What follows belongs to an exercise in optimizing a design on an open flow for small area; a production flow would make more cautious choices. Function was checked by simulation only, so behaviour that the tests miss may differ from the original. The flow treats the clock pin as an ideal source. Dropping or thinning the clock tree relies on that and would not hold on a real chip. Power is estimated from default activity; no workload was simulated.

// moving_average
module moving_average # (
    parameter integer in_bits = 16,
    parameter integer out_bits = 16,
    parameter integer log2_samples = 8
    )(
    input wire [in_bits-1:0] in_data,
    input wire clk,
    input wire rst,  
    output wire [out_bits-1:0] out_data
    );
Size: about 4,100 flip-flops, about 34 I/O pins.
Settings: LEC_CHECK=0, CAP_MARGIN=20, CORE_MARGIN=2, CORE_UTILIZATION=75, CTS_CLUSTER_DIAMETER=50, CTS_CLUSTER_SIZE=38, SLEW_MARGIN=20; clock period 8.0 ns.
run.sh (not shown) runs the stock make flow with config.mk's settings and CLKGATE_MAP_FILE= SYNTH_SCRIPT=/design/flow/synth_recipe.tcl, a recipe that flattens the netlist after the stock synthesis.
The first run never finished: it broke off in clock tree synthesis.
Then changed:
CORE_UTILIZATION = 70   (was 75)
CTS_CLUSTER_DIAMETER = 60   (was 50)
CTS_CLUSTER_SIZE = 34   (was 38)
The changed run finished with timing, DRC and antenna clean.
Synthesized cell count is unchanged.
Synthesized area is unchanged.
Then changed:
CORE_UTILIZATION = 50   (was 70)
CTS_CLUSTER_DIAMETER = default   (was 60)
CTS_CLUSTER_SIZE = default   (was 34)
Combinational power goes up by about 7%; worst setup slack loses 0.24 ns; via count goes up by about 7%; global-route usage goes down by 2.8 points; wire length goes up by 9.5%.
Then changed:
CORE_UTILIZATION = 70   (was 50)
CTS_CLUSTER_DIAMETER = 80   (was default)
CTS_CLUSTER_SIZE = 26   (was default)
Effect:
- cell area decreases by 8.6%
- routed wire length goes down by 8.8%
- setup slack improves by 0.21 ns
- die area decreases by 28%
- non-clock buffer count stays the same
- clock-buffer cell count went down by 352
- total power came out lower by 20%
- via count went down by 6.2%
- global-route usage is higher by 2.9 points

---

Setup of cedar:
moving_average, a different RTL version from the one above (not shown whole).
Size: ~4100 flip-flops, ~85000 um^2 of cells after synthesis.
clock: 8.0 ns
lec_check: 0
cap_margin: 20
core_margin: 2
core_utilization: 75
slew_margin: 20
standard.sh (not shown) runs the stock make flow with config.mk's settings and CLKGATE_MAP_FILE= SYNTH_SCRIPT=/design/flow/synth_recipe.tcl, a recipe that flattens the netlist after the stock synthesis.
==> flow/flow/run.sh <==
#!/bin/bash
# Own layout flow: the standard flow, except that the clock tree is built by
# flow/tree.tcl (a load-balanced buffer tree) instead of TritonCTS, and the
# ports are buffered with buf_1 cells. Each stage's output goes to its own
# log here; ORFS keeps its per-step logs under orfs/logs.
set -euo pipefail
W=$(pwd)

# 1. standard synthesis, floorplan and placement
bash standard.sh BUFFER_PORTS_ARGS="-buffer_cell sky130_fd_sc_hd__buf_1" place > "$W/stage1_place.log" 2>&1

# 2. clock tree: ORFS's cts step with our cts.tcl
rm -rf "$W/scripts_cts"
cp -r "$FLOW_HOME/scripts" "$W/scripts_cts"
cp "$W/flow/cts.tcl" "$W/flow/tree.tcl" "$W/scripts_cts/"
bash standard.sh SCRIPTS_DIR="$W/scripts_cts" cts > "$W/stage2_cts.log" 2>&1

# 3. standard routing and finishing
bash standard.sh finish > "$W/stage3_finish.log" 2>&1
Other scripts of this flow, unchanged in this note and not shown: flow/flow/cts.tcl, flow/flow/tree.tcl
Here is what was changed in the inputs of ember compared with cedar.
Settings: PLACE_DENSITY_LB_ADDON: unset -> 0.0; GPL_TIMING_DRIVEN: unset -> 0; CORE_UTILIZATION: 75 -> 70.
Results
ember | status: complete | timing, DRC, antenna: pass. cedar: done, clean on timing, DRC and antenna. The area added between synthesis and finish in ember was higher than what cedar gave. Comparing cedar with ember, the switching portion of total power came out essentially unchanged. Compared with cedar, ember shows a die span in x that is 12 um higher. In terms of post-placement cell area, cedar and ember differ only marginally. cedar → ember: accumulated negative setup slack flat, cell area after layout flat, clock group share of total power down 0.2 points, cell depth of the worst hold path flat, routed wire length down 3.1%.
Here is what was changed in the inputs of sierra compared with ember.
Settings: removing PLACE_DENSITY_LB_ADDON (formerly 0.0); setting GPL_ROUTABILITY_DRIVEN to 0 for the first time.
Notes after the runs:
On sierra: fill cell total of the finished layout is 51 lower than what ember gave. Number of design-rule violations left by the first detailed-router iteration (sierra over ember): decrease, about 5%. sierra against ember: number of vias per cell after detailed routing saw a decrease, count of TritonRoute iterations in the first routing pass saw little to no change, power after layout saw little to no change. Across both runs, global routing met2 resource utilization was lower for sierra than for ember.
Setup changes, sierra to yarrow
Settings: removing GPL_ROUTABILITY_DRIVEN (formerly 0); removing GPL_TIMING_DRIVEN (formerly 0).
[summary]
yarrow finished end to end and its layout was clean on timing, DRC and antenna.
Post-detailed-routing wire length down about 0.5% in yarrow wrt sierra
Between yarrow and sierra, the combinational cell fraction of total power does not differ in any meaningful way.
yarrow -> sierra: total power flat
Looking at yarrow and sierra, the via count of the first global-routing pass is a wash.
In the route summary, yarrow ends up with a via count exceeding that of sierra.
Compared with sierra, in yarrow number of placed instances, taps included about even; first-pass GRT wire length about even; sequential share of layout area about even.
No run of this note takes its clock network from TritonCTS; it comes from the design's own scripts or RTL.

---

moving_average, a different RTL version from the one above (not shown whole).
Size: ~4400 cells after synthesis, about 34 I/O pins.
export LEC_CHECK = 0
export CAP_MARGIN = 20
export CORE_MARGIN = 2
export CORE_UTILIZATION = 50
export SLEW_MARGIN = 20
create_clock -name core_clock -period 8.0 [get_ports {clk}]
==> flow/flow/cts.tcl <==
utl::set_metrics_stage "cts__{}"
source $::env(SCRIPTS_DIR)/load.tcl
source $::env(SCRIPTS_DIR)/lec_check.tcl
erase_non_stage_variables cts
load_design 3_place.odb 3_place.sdc
source_step_tcl PRE CTS

# Clone clock tree inverters next to register loads
# so cts does not try to buffer the inverted clocks.
repair_clock_inverters

proc save_progress { stage } {
  puts "Run 'make gui_$stage.odb' to load progress snapshot"
  orfs_write_db $::env(RESULTS_DIR)/$stage.odb
  orfs_write_sdc $::env(RESULTS_DIR)/$stage.sdc
}

# Clock tree: our own buffer tree instead of TritonCTS (see tree.tcl).
# Levels, leaf first: {cell initial_sinks_per_buffer max_load_pF}.
source [file join [file dirname [info script]] tree.tcl]
set_dont_use $::env(DONT_USE_CELLS)
tree_build clk {
  {sky130_fd_sc_hd__buf_4 60 0.036}
  {sky130_fd_sc_hd__buf_4 30 0.036}
  {sky130_fd_sc_hd__buf_8 30 0.058}
  {sky130_fd_sc_hd__clkbuf_16 12 0.085}
}

utl::push_metrics_stage "cts__{}__pre_repair_timing"
log_cmd estimate_parasitics -placement
if { $::env(DETAILED_METRICS) } {
  report_metrics 4 "cts pre-repair-timing"
}
utl::pop_metrics_stage

set_placement_padding -global \
  -left $::env(CELL_PAD_IN_SITES_DETAIL_PLACEMENT) \
  -right $::env(CELL_PAD_IN_SITES_DETAIL_PLACEMENT)

set result [catch { detailed_placement } msg]
if { $result != 0 } {
  save_progress 4_1_error
  error "Detailed placement failed in CTS: $msg"
}

log_cmd estimate_parasitics -placement

if { $::env(CTS_SNAPSHOTS) } {
  save_progress 4_1_pre_repair_hold_setup
}

if { !$::env(SKIP_CTS_REPAIR_TIMING) } {
  if { $::env(EQUIVALENCE_CHECK) } {
    write_eqy_verilog 4_before_rsz.v
  }
  if { $::env(LEC_CHECK) } {
    write_lec_verilog 4_before_rsz_lec.v
  }

  repair_timing_helper

  if { $::env(EQUIVALENCE_CHECK) } {
    run_equivalence_test
  }
  if { $::env(LEC_CHECK) } {
    write_lec_verilog 4_after_rsz_lec.v
    run_lec_test 4_rsz 4_before_rsz_lec.v 4_after_rsz_lec.v
  }

  set result [catch { detailed_placement } msg]
  if { $result != 0 } {
    save_progress 4_1_error
    error "Detailed placement failed in CTS: $msg"
  }

  check_placement -verbose
}

report_metrics 4 "cts final"

source_step_tcl POST CTS

orfs_write_db $::env(RESULTS_DIR)/4_1_cts.odb
orfs_write_sdc $::env(RESULTS_DIR)/4_cts.sdc
==> flow/flow/tree.tcl <==
# Build a balanced clock buffer tree on net clk, bottom-up.
# Each level groups the current sinks into spatially compact clusters by
# recursive bisection and drives each cluster from one new buffer placed at
# its centroid. A cluster whose buffer's load (pins and placement-estimated
# wire) is above the level's limit is split into as many parts as the excess
# calls for, until none is.
# levels: list of {cell max_sinks max_load_pF}, leaf level first;
# levels are added until a single buffer remains.

proc tree_bisect {items k} {
  if {$k <= 1} { return [list $items] }
  set xs {}; set ys {}
  foreach it $items { lappend xs [lindex $it 0]; lappend ys [lindex $it 1] }
  set xs [lsort -integer $xs]; set ys [lsort -integer $ys]
  set dx [expr {[lindex $xs end] - [lindex $xs 0]}]
  set dy [expr {[lindex $ys end] - [lindex $ys 0]}]
  set idx [expr {$dx >= $dy ? 0 : 1}]
  set sorted [lsort -integer -index $idx $items]
  set k1 [expr {$k / 2}]
  set k2 [expr {$k - $k1}]
  set n [llength $sorted]
  set n1 [expr {int(round(double($n) * $k1 / $k))}]
  return [concat [tree_bisect [lrange $sorted 0 [expr {$n1 - 1}]] $k1] \
                 [tree_bisect [lrange $sorted $n1 end] $k2]]
}

set ::tree_count 0

# drive group g (list of {x y iterm}) from a new buffer of master; the
# buffer's input goes on net drv. Returns {x y inst}.
proc tree_drive {block master g lvl drv} {
  set sx 0; set sy 0
  foreach s $g { incr sx [lindex $s 0]; incr sy [lindex $s 1] }
  set cx [expr {$sx / [llength $g]}]
  set cy [expr {$sy / [llength $g]}]
  set id [incr ::tree_count]
  set inst [odb::dbInst_create $block $master "ctree_${lvl}_$id"]
  $inst setLocation [expr {$cx - [$master getWidth] / 2}] [expr {$cy - [$master getHeight] / 2}]
  $inst setPlacementStatus PLACED
  set net [odb::dbNet_create $block "ctree_net_${lvl}_$id"]
  $net setSigType CLOCK
  foreach s $g {
    set it [lindex $s 2]
    $it disconnect
    $it connect $net
  }
  [$inst findITerm X] connect $net
  [$inst findITerm A] connect $drv
  return [list $cx $cy $inst $g]
}

proc tree_slew {inst} {
  set p [get_pins -of_objects [get_cells [$inst getName]] -filter "direction==output"]
  return [expr {max([get_property $p slew_max_rise], [get_property $p slew_max_fall])}]
}

# total capacitance (pF) on the net the buffer drives
proc tree_load {inst} {
  set ::tree_name [[[$inst findITerm X] getNet] getName]
  with_output_to_variable ::tree_r { report_net -digits 6 $::tree_name }
  if {![regexp {Total capacitance: ([0-9.]+)-([0-9.]+)} $::tree_r -> a b]} {
    regexp {Total capacitance: ([0-9.]+)} $::tree_r -> b
  }
  return $b
}

proc tree_build {netname levels} {
  set db [ord::get_db]
  set block [ord::get_db_block]
  set root [$block findNet $netname]
  set_propagated_clock [all_clocks]
  set sinks {}
  foreach it [$root getITerms] {
    if {[$it getIoType] == "INPUT"} {
      set bb [[$it getInst] getBBox]
      lappend sinks [list [expr {([$bb xMin] + [$bb xMax]) / 2}] [expr {([$bb yMin] + [$bb yMax]) / 2}] $it]
    }
  }
  puts "tree: [llength $sinks] sinks on $netname"
  set lvl 0
  while {[llength $sinks] > 1} {
    set level [lindex $levels [expr {min($lvl, [llength $levels] - 1)}]]
    lassign $level cell maxn target
    set master [$db findMaster $cell]
    set n [llength $sinks]
    set k [expr {($n + $maxn - 1) / $maxn}]
    set bufs {}
    foreach g [tree_bisect $sinks $k] {
      lappend bufs [tree_drive $block $master $g $lvl $root]
    }
    # split clusters whose buffer is too slow
    for {set pass 0} {$pass < 8} {incr pass} {
      estimate_parasitics -placement
      set keep {}; set redo {}
      foreach b $bufs {
        set load [tree_load [lindex $b 2]]
        if {[llength [lindex $b 3]] > 1 && $load > $target} { lappend redo [concat $b $load] } else { lappend keep $b }
      }
      if {[llength $redo] == 0} break
      foreach b $redo {
        set m [expr {max(2, int(ceil([lindex $b 4] * 1.05 / $target)))}]
        set m [expr {min($m, [llength [lindex $b 3]])}]
        set inst [lindex $b 2]
        set g [lindex $b 3]
        set net [[$inst findITerm X] getNet]
        foreach s $g { [lindex $s 2] disconnect }
        [$inst findITerm X] disconnect
        [$inst findITerm A] disconnect
        odb::dbInst_destroy $inst
        odb::dbNet_destroy $net
        foreach h [tree_bisect $g $m] { lappend keep [tree_drive $block $master $h $lvl $root] }
      }
      set bufs $keep
    }
    set worst 0
    foreach b $bufs { set worst [expr {max($worst, [tree_load [lindex $b 2]])}] }
    puts "tree: level $lvl: [llength $bufs] x $cell, largest load $worst pF"
    set sinks {}
    foreach b $bufs { lappend sinks [list [lindex $b 0] [lindex $b 1] [[lindex $b 2] findITerm A]] }
    incr lvl
  }
  puts "tree: top buffer on $netname"
}
Scripts as last shown in full above: flow/flow/run.sh
Edit:
--- a/flow/flow/cts.tcl
+++ b/flow/flow/cts.tcl
@@ -22,6 +22,5 @@
 tree_build clk {
-  {sky130_fd_sc_hd__buf_4 60 0.036}
-  {sky130_fd_sc_hd__buf_4 30 0.036}
-  {sky130_fd_sc_hd__buf_8 30 0.058}
-  {sky130_fd_sc_hd__clkbuf_16 12 0.085}
+  {sky130_fd_sc_hd__buf_4 60 0.040}
+  {sky130_fd_sc_hd__buf_8 30 0.060}
+  {sky130_fd_sc_hd__clkbuf_16 12 0.090}
 }
--- a/flow/flow/tree.tcl
+++ b/flow/flow/tree.tcl
@@ -1,2 +1,3 @@
-# Build a balanced clock buffer tree on net clk, bottom-up.
+# Build a balanced clock buffer tree on net clk, bottom-up. A level may use
+# inverters; the levels must then hold an even number of inverting ones.
 # Each level groups the current sinks into spatially compact clusters by
@@ -46,4 +47,4 @@
   }
-  [$inst findITerm X] connect $net
-  [$inst findITerm A] connect $drv
+  [tree_pin $inst out] connect $net
+  [tree_pin $inst in] connect $drv
   return [list $cx $cy $inst $g]
@@ -51,5 +52,9 @@
 
-proc tree_slew {inst} {
-  set p [get_pins -of_objects [get_cells [$inst getName]] -filter "direction==output"]
-  return [expr {max([get_property $p slew_max_rise], [get_property $p slew_max_fall])}]
+# the signal input or output pin of a buffer or inverter
+proc tree_pin {inst dir} {
+  foreach it [$inst getITerms] {
+    if {$dir == "out" && [$it isOutputSignal]} { return $it }
+    if {$dir == "in" && [$it isInputSignal]} { return $it }
+  }
+  error "no $dir pin on [$inst getName]"
 }
@@ -58,3 +63,3 @@
 proc tree_load {inst} {
-  set ::tree_name [[[$inst findITerm X] getNet] getName]
+  set ::tree_name [[[tree_pin $inst out] getNet] getName]
   with_output_to_variable ::tree_r { report_net -digits 6 $::tree_name }
@@ -104,6 +109,6 @@
         set g [lindex $b 3]
-        set net [[$inst findITerm X] getNet]
+        set net [[tree_pin $inst out] getNet]
         foreach s $g { [lindex $s 2] disconnect }
-        [$inst findITerm X] disconnect
-        [$inst findITerm A] disconnect
+        [tree_pin $inst out] disconnect
+        [tree_pin $inst in] disconnect
         odb::dbInst_destroy $inst
@@ -114,7 +119,7 @@
     }
-    set worst 0
-    foreach b $bufs { set worst [expr {max($worst, [tree_load [lindex $b 2]])}] }
-    puts "tree: level $lvl: [llength $bufs] x $cell, largest load $worst pF"
+    set worst 0; set total 0
+    foreach b $bufs { set l [tree_load [lindex $b 2]]; set worst [expr {max($worst, $l)}]; set total [expr {$total + $l}] }
+    puts "tree: level $lvl: [llength $bufs] x $cell, largest load $worst pF, mean [expr {$total / [llength $bufs]}]"
     set sinks {}
-    foreach b $bufs { lappend sinks [list [lindex $b 0] [lindex $b 1] [[lindex $b 2] findITerm A]] }
+    foreach b $bufs { lappend sinks [list [lindex $b 0] [lindex $b 1] [tree_pin [lindex $b 2] in]] }
     incr lvl
- CORE_UTILIZATION: 50 -> 70
What happened: Clock power is lower by 5.7%. Global-route usage came out higher by 3.5 points. Design area falls by 1.3%. Synthesized area stays the same. Worst setup slack got worse by 0.018 ns. Core utilization went up by 21 points.
In every run of this note, the design's own scripts or RTL, not TritonCTS, make the clock network.

re-timing with driven ports:
The flow's constraints put no driver on any port. The routed layouts listed below were extracted and timed again, unchanged, in two steps.
Step 1 (the two cells are an assumption about what drives the block):
set clk [get_ports {clk}]
set_driving_cell -lib_cell sky130_fd_sc_hd__clkbuf_16 $clk
set_driving_cell -lib_cell sky130_fd_sc_hd__buf_2 [delete_from_list [all_inputs] $clk]
Step 2 times the ports against the registers' clock, not the clock port: input delays grow and output delays shrink by t, the midpoint of the rising clock arrivals with the driver on.
Three values: ideal, step 1, step 2; two values: the first two.
run | t (ns) | setup WS [ns] | worst register clock-pin slew, ns | worst data-port slew with drivers (ns) | pins driven straight from the clock port
the second run of note 1 | 0.837 | 3.526 / 3.526 / 3.526 | 0.12 / 0.12 | 0.16 | 1
the third run of note 1 | 0.987 | 3.284 / 3.284 / 3.284 | 0.07 / 0.07 | 0.08 | 1
the fourth run of note 1 | 0.855 | 3.490 / 3.490 / 3.490 | 0.10 / 0.10 | 0.16 | 1
cedar | 0.861 | 2.130 / 2.130 / 2.130 | 0.12 / 0.12 | 0.04 | 1
ember | 0.867 | 1.560 / 1.560 / 1.560 | 0.12 / 0.12 | 0.03 | 1
sierra | 0.857 | 1.592 / 1.592 / 1.592 | 0.12 / 0.12 | 0.03 | 1
yarrow | 0.869 | 1.915 / 1.915 / 1.915 | 0.12 / 0.12 | 0.06 | 1
the first run of note 3 | 1.065 | 1.815 / 1.815 / 1.815 | 0.10 / 0.10 | 0.08 | 1
the second run of note 3 | 0.955 | 1.797 / 1.797 / 1.797 | 0.11 / 0.11 | 0.04 | 1
After both steps every run listed still meets setup and hold.
